This design comes from an exercise in tuning for small area on the open sky130 flow, not from production work.
At most, simulation tests tie the RTL to the original design; equivalence was not proved.
Power is estimated from default activity; no workload was simulated.

## the baseline
==> flow/design.v (excerpt) <==
module hart #(
    parameter RESET_ADDR = 32'h00000000
) (
    input  wire        i_clk,
    input  wire        i_rst,
    output wire [31:0] o_imem_raddr,
    input  wire [31:0] i_imem_rdata,
    output wire [31:0] o_dmem_addr,
    output wire        o_dmem_ren,
    output wire        o_dmem_wen,
    output wire [31:0] o_dmem_wdata,
    output wire [ 3:0] o_dmem_mask,
    input  wire [31:0] i_dmem_rdata,
    output wire        o_retire_valid,
    output wire [31:0] o_retire_inst,
    output wire        o_retire_trap,
    output wire        o_retire_halt,
    output wire [ 4:0] o_retire_rs1_raddr,
    output wire [ 4:0] o_retire_rs2_raddr,
    output wire [31:0] o_retire_rs1_rdata,
    output wire [31:0] o_retire_rs2_rdata,
    output wire [ 4:0] o_retire_rd_waddr,
    output wire [31:0] o_retire_rd_wdata,
    output wire [31:0] o_retire_pc,
    output wire [31:0] o_retire_next_pc
);
    localparam [2:0] S_CLR  = 3'd0,    
                     S_FST  = 3'd1,    
                     S_MAIN = 3'd2,
                     S_X0   = 3'd3,
                     S_X1   = 3'd4,
                     S_X2   = 3'd5,
                     S_F    = 3'd6;
    localparam [2:0] P_RS2  = 3'd7;    
    reg  [4:0] t;
    reg  [2:0] st;
    wire       t0  = (t == 5'd0);
    wire       t31 = (t == 5'd31);
    wire [31:0] inst = i_imem_rdata;
    wire [6:0]  opc  = inst[6:0];
    wire [2:0]  f3   = inst[14:12];
    wire [6:0]  f7   = inst[31:25];
    wire [4:0]  rd   = inst[11:7];
    wire [4:0]  rs1  = inst[19:15];
    wire [4:0]  rs2  = inst[24:20];
  ...
Settings: LEC_CHECK=0, ABC_AREA=1, CAP_MARGIN=20, CORE_MARGIN=2, CORE_UTILIZATION=40, SETUP_SLACK_MARGIN=0.5, SLEW_MARGIN=20; clock period 13.0 ns.
standard.sh (not shown) runs the stock make flow with config.mk's settings and CLKGATE_MAP_FILE= SYNTH_SCRIPT=/design/flow/synth_recipe.tcl, a recipe that flattens the netlist after the stock synthesis.
==> flow/flow/run.sh <==
#!/bin/bash
# Standard ORFS layout, with the port buffers made of the smallest buffer
# and a clock tree without dummy loads.
export BUFFER_PORTS_ARGS="-buffer_cell sky130_fd_sc_hd__buf_1"
export CTS_ARGS="-sink_clustering_enable -repair_clock_nets -buf_list sky130_fd_sc_hd__clkbuf_8 -dont_use_dummy_load -sink_clustering_size 18 -sink_clustering_max_diameter 60"
bash standard.sh > standard.log 2>&1
### the baseline -> the candidate
--- a/flow/design.v
+++ b/flow/design.v
@@ -101,34 +101,44 @@
     generate
         for (r = 1; r < 32; r = r + 1) begin : g_rf
             reg  [31:0] q;
             wire we = p_clr | (we_rd & (rd == r));
             always @(posedge i_clk)
                 q <= {we ? wbit : q[0], q[31:1]};
             assign rf_lsb[r] = q[0];
         end
     endgenerate
-    wire f_u = op_lui | op_auipc;
-    wire f_j = op_jal;
-    wire f_b = op_br;
-    wire f_s = op_store;
-    wire [31:0] mv = {inst[31:12], inst[31:20]};
-    wire m = mv[t];
-    wire [7:0] lv = {3'b000, inst[11:7]};
-    wire l = lv[t[2:0]];
-    wire ge12 = (t >= 5'd12);
-    wire le4  = (t <= 5'd4);
-    wire t11  = (t == 5'd11);
-    wire tz   = (t == 5'd0);
-    wire imm_t = f_u ? (ge12 & m) :
-                   f_j ? (tz ? 1'b0 : t11 ? inst[20] : t[4] & (t[3] | t[2]) ? inst[31] : m) :
-                   (f_s | f_b) ? ((f_b & tz) ? 1'b0 : le4 ? l : (f_b & t11) ? inst[7] : ge12 ? inst[31] : m) :
-                   (ge12 ? inst[31] : m);
+    reg imm_t;
+    always @(*) begin
+        imm_t = inst[31];
+        if (op_lui | op_auipc) begin                  
+            imm_t = (t < 5'd12) ? 1'b0 : inst[t];
+        end else if (op_jal) begin                    
+            if (t == 5'd0)       imm_t = 1'b0;
+            else if (t <= 5'd10) imm_t = inst[20 + t];
+            else if (t == 5'd11) imm_t = inst[20];
+            else if (t <= 5'd19) imm_t = inst[t];
+            else                 imm_t = inst[31];
+        end else if (op_br) begin                     
+            if (t == 5'd0)       imm_t = 1'b0;
+            else if (t <= 5'd4)  imm_t = inst[7 + t];
+            else if (t <= 5'd10) imm_t = inst[20 + t];
+            else if (t == 5'd11) imm_t = inst[7];
+            else                 imm_t = inst[31];
+        end else if (op_store) begin                  
+            if (t <= 5'd4)       imm_t = inst[7 + t];
+            else if (t <= 5'd10) imm_t = inst[20 + t];
+            else                 imm_t = inst[31];
+        end else begin                                
+            if (t <= 5'd10)      imm_t = inst[20 + t];
+            else                 imm_t = inst[31];
+        end
+    end
     wire four_t = (t == 5'd2);
     reg  c;           
     reg  tk;          
     reg  aux;         
     reg  off0, off1;  
     reg  [1:0] dg;    
     reg  nc;          
     wire a_alu = is_lui ? 1'b0 : (is_auipc | is_jal | is_jalr) ? npc[0] : rf_bit;
     wire b_alu = (is_jal | is_jalr) ? four_t :
Findings:
Library cell contributing the largest single delay on the critical path = clkinv_1: the candidate; library cell contributing the largest single delay on the critical path = buf_1: the baseline. Starting density of the core up 0.17 points in the candidate wrt the baseline. Per the comparison of the candidate with the baseline, via count went up 169; placed wire-length estimate after detailed placement went down 1000 microns. Status: synthesized-area fraction occupied by and/or/nand/nor cells parity (the candidate, the baseline). Delta (the candidate minus the baseline): core footprint higher; cell area higher; synthesized cell count lower.

========
## old
hart, a different RTL version from the one above (not shown whole).
Size in the first run: about 2,000 cells after synthesis, ~380 I/O pins.
Settings: LEC_CHECK=0, ABC_AREA=1, CAP_MARGIN=20, CORE_MARGIN=2, CORE_UTILIZATION=40, SETUP_SLACK_MARGIN=0.5, SLEW_MARGIN=20; clock period 13.0 ns.
==> flow/flow/run.sh <==
#!/bin/bash
# Layout flow: the standard flow, with three changes:
#  1. after the standard synthesis, the combinational logic is mapped again
#     by ABC for area (amap; the smallest of a few scripts); the
#     flip-flops are kept as they are, with
#     their names and cell types;
#  2. the port buffers are the smallest buffer (buf_1);
#  3. a clock tree of clkbuf_4 without dummy loads.
set -euo pipefail
here=$(pwd)
R=$here/orfs/results/sky130hd/hart/base
LIB=$FLOW_HOME/platforms/sky130hd/lib/sky130_fd_sc_hd__tt_025C_1v80.lib

# 1. standard synthesis, up to the Yosys netlist
bash standard.sh $R/1_2_yosys.v > synth.log 2>&1
cp $R/1_2_yosys.v $here/standard_synth.v

# 2. remap the combinational logic: a few ABC area scripts, keep the smallest
DU=$(sed 's/^/-dont_use /' flow/dont_use.txt | tr '\n' ' ')
SEQ=$(grep -o '^ *sky130_fd_sc_hd__[a-z0-9_]*' standard_synth.v | sort -u | grep -E '__(df|edf|sdf|dl|conb)' | tr '\n' ' ')
scripts=(
  "strash;dch,-f;amap,-F,20,-A,20;topo"
  "strash;dch,-f;amap,-F,20,-A,20,-E,1;topo"
  "strash;&get,-n;&deepsyn,-T,60;&put;dch,-f;amap,-F,20,-A,20;topo"
  "strash;&get,-n;&deepsyn,-T,60;&put;dch,-f;amap,-F,20,-A,20,-E,1;topo"
)
for i in "${!scripts[@]}"; do
  cat > remap_$i.ys <<EOY
read_liberty -ignore_miss_func $LIB
read_verilog $here/standard_synth.v
hierarchy -top hart
blackbox $SEQ
flatten
opt_clean -purge
abc -liberty $LIB $DU -script +${scripts[$i]}
opt_clean -purge
splitnets
opt_clean -purge
hilomap -singleton -hicell sky130_fd_sc_hd__conb_1 HI -locell sky130_fd_sc_hd__conb_1 LO
insbuf -buf sky130_fd_sc_hd__buf_4 A X
opt_clean -purge
tee -o $here/remap_$i.stat stat -liberty $LIB
write_verilog -noattr -nohex -nodec $here/remap_$i.v
EOY
  yosys -s remap_$i.ys > remap_$i.log 2>&1 &
done
wait
best=$(for i in "${!scripts[@]}"; do
  echo "$(grep 'Chip area for module' remap_$i.stat | tail -1 | awk '{print $NF}') $i"
done | sort -g | head -1 | awk '{print $2}')
echo "remap: candidate $best chosen" > remap_choice.txt
for i in "${!scripts[@]}"; do grep 'Chip area for module' remap_$i.stat | tail -1 >> remap_choice.txt; done
python3 flow/remap.py remap_$best.v $R/1_2_yosys.v

# 3. the rest of the standard flow
export BUFFER_PORTS_ARGS="-buffer_cell sky130_fd_sc_hd__buf_1"
export CTS_ARGS="-sink_clustering_enable -repair_clock_nets -buf_list sky130_fd_sc_hd__clkbuf_4 -dont_use_dummy_load -sink_clustering_size 12 -sink_clustering_max_diameter 40"
bash standard.sh > layout.log 2>&1
Other scripts of this flow, unchanged in this note and not shown: flow/flow/dont_use.txt, flow/flow/remap.py
Changes in new relative to old:
diff --git a/flow/design.v b/flow/design.v
--- a/flow/design.v
+++ b/flow/design.v
@@ -242,19 +242,19 @@
             aux <= ld_tap;
         if (t31 & (p_main | p_x0 | p_x1) & is_shift)
             {off1, off0} <= dg_next;
         else begin
             if (p_main & t0)
                 off0 <= alu_out;
             if (p_main & (t == 5'd1))
                 off1 <= alu_out;
         end
-        if (t31)
+        if (t31 & (fin | p_clr))
             pc <= {npc_in, npc[31:3]};
     end
     always @(posedge i_clk) begin
         if (i_rst) begin
             t  <= 5'd0;
             st <= S_CLR;
         end else begin
             t <= t + 5'd1;
             if (t31) begin
Results
- Against old, new comes in 0.16 ns higher on worst setup slack after layout.
- Looking at sequential fraction of total cell area, new sits 0.53 points lower than old does.
- Compare new and old | detailed-route wire length higher: new
- new vs old — design area rose about 0.7%.
- Between new and old, the final core utilization is higher for new.
- new vs. old: number of cells in the finished layout apart from fillers grew by 45, overall power of the completed layout grew by 3.9%.
No functional check of the RTL was part of new.

-- re-timing with driven ports --
Ports are ideal in the flow. The routed layouts listed here were re-timed in OpenROAD. Step 1: set_driving_cell puts a clkbuf_16 on i_clk and a buf_2 on each other input, an assumption about the parent block. Step 2 adds t to the input delays and takes it off the output delays; t is the mean of the earliest and latest rising clock arrival at the registers after step 1. Input paths then give back, and output paths get back, about the clock's delay inside the block. Three values: ideal ports, drivers, drivers and shift; two values: the first two.
run	shift t [ns]	setup WS [ns]	pins driven straight from the clock port
the baseline	0.722	3.438 / 3.323 / 3.323	1
the candidate	0.706	3.452 / 3.423 / 3.423	1
old	0.867	1.228 / 1.199 / 1.199	1
new	0.941	1.385 / 1.339 / 1.339	1
After both steps every run listed still meets setup and hold. For the baseline, which loses most, drivers alone change the setup slack by -0.115 ns; drivers and shift together by -0.115 ns.
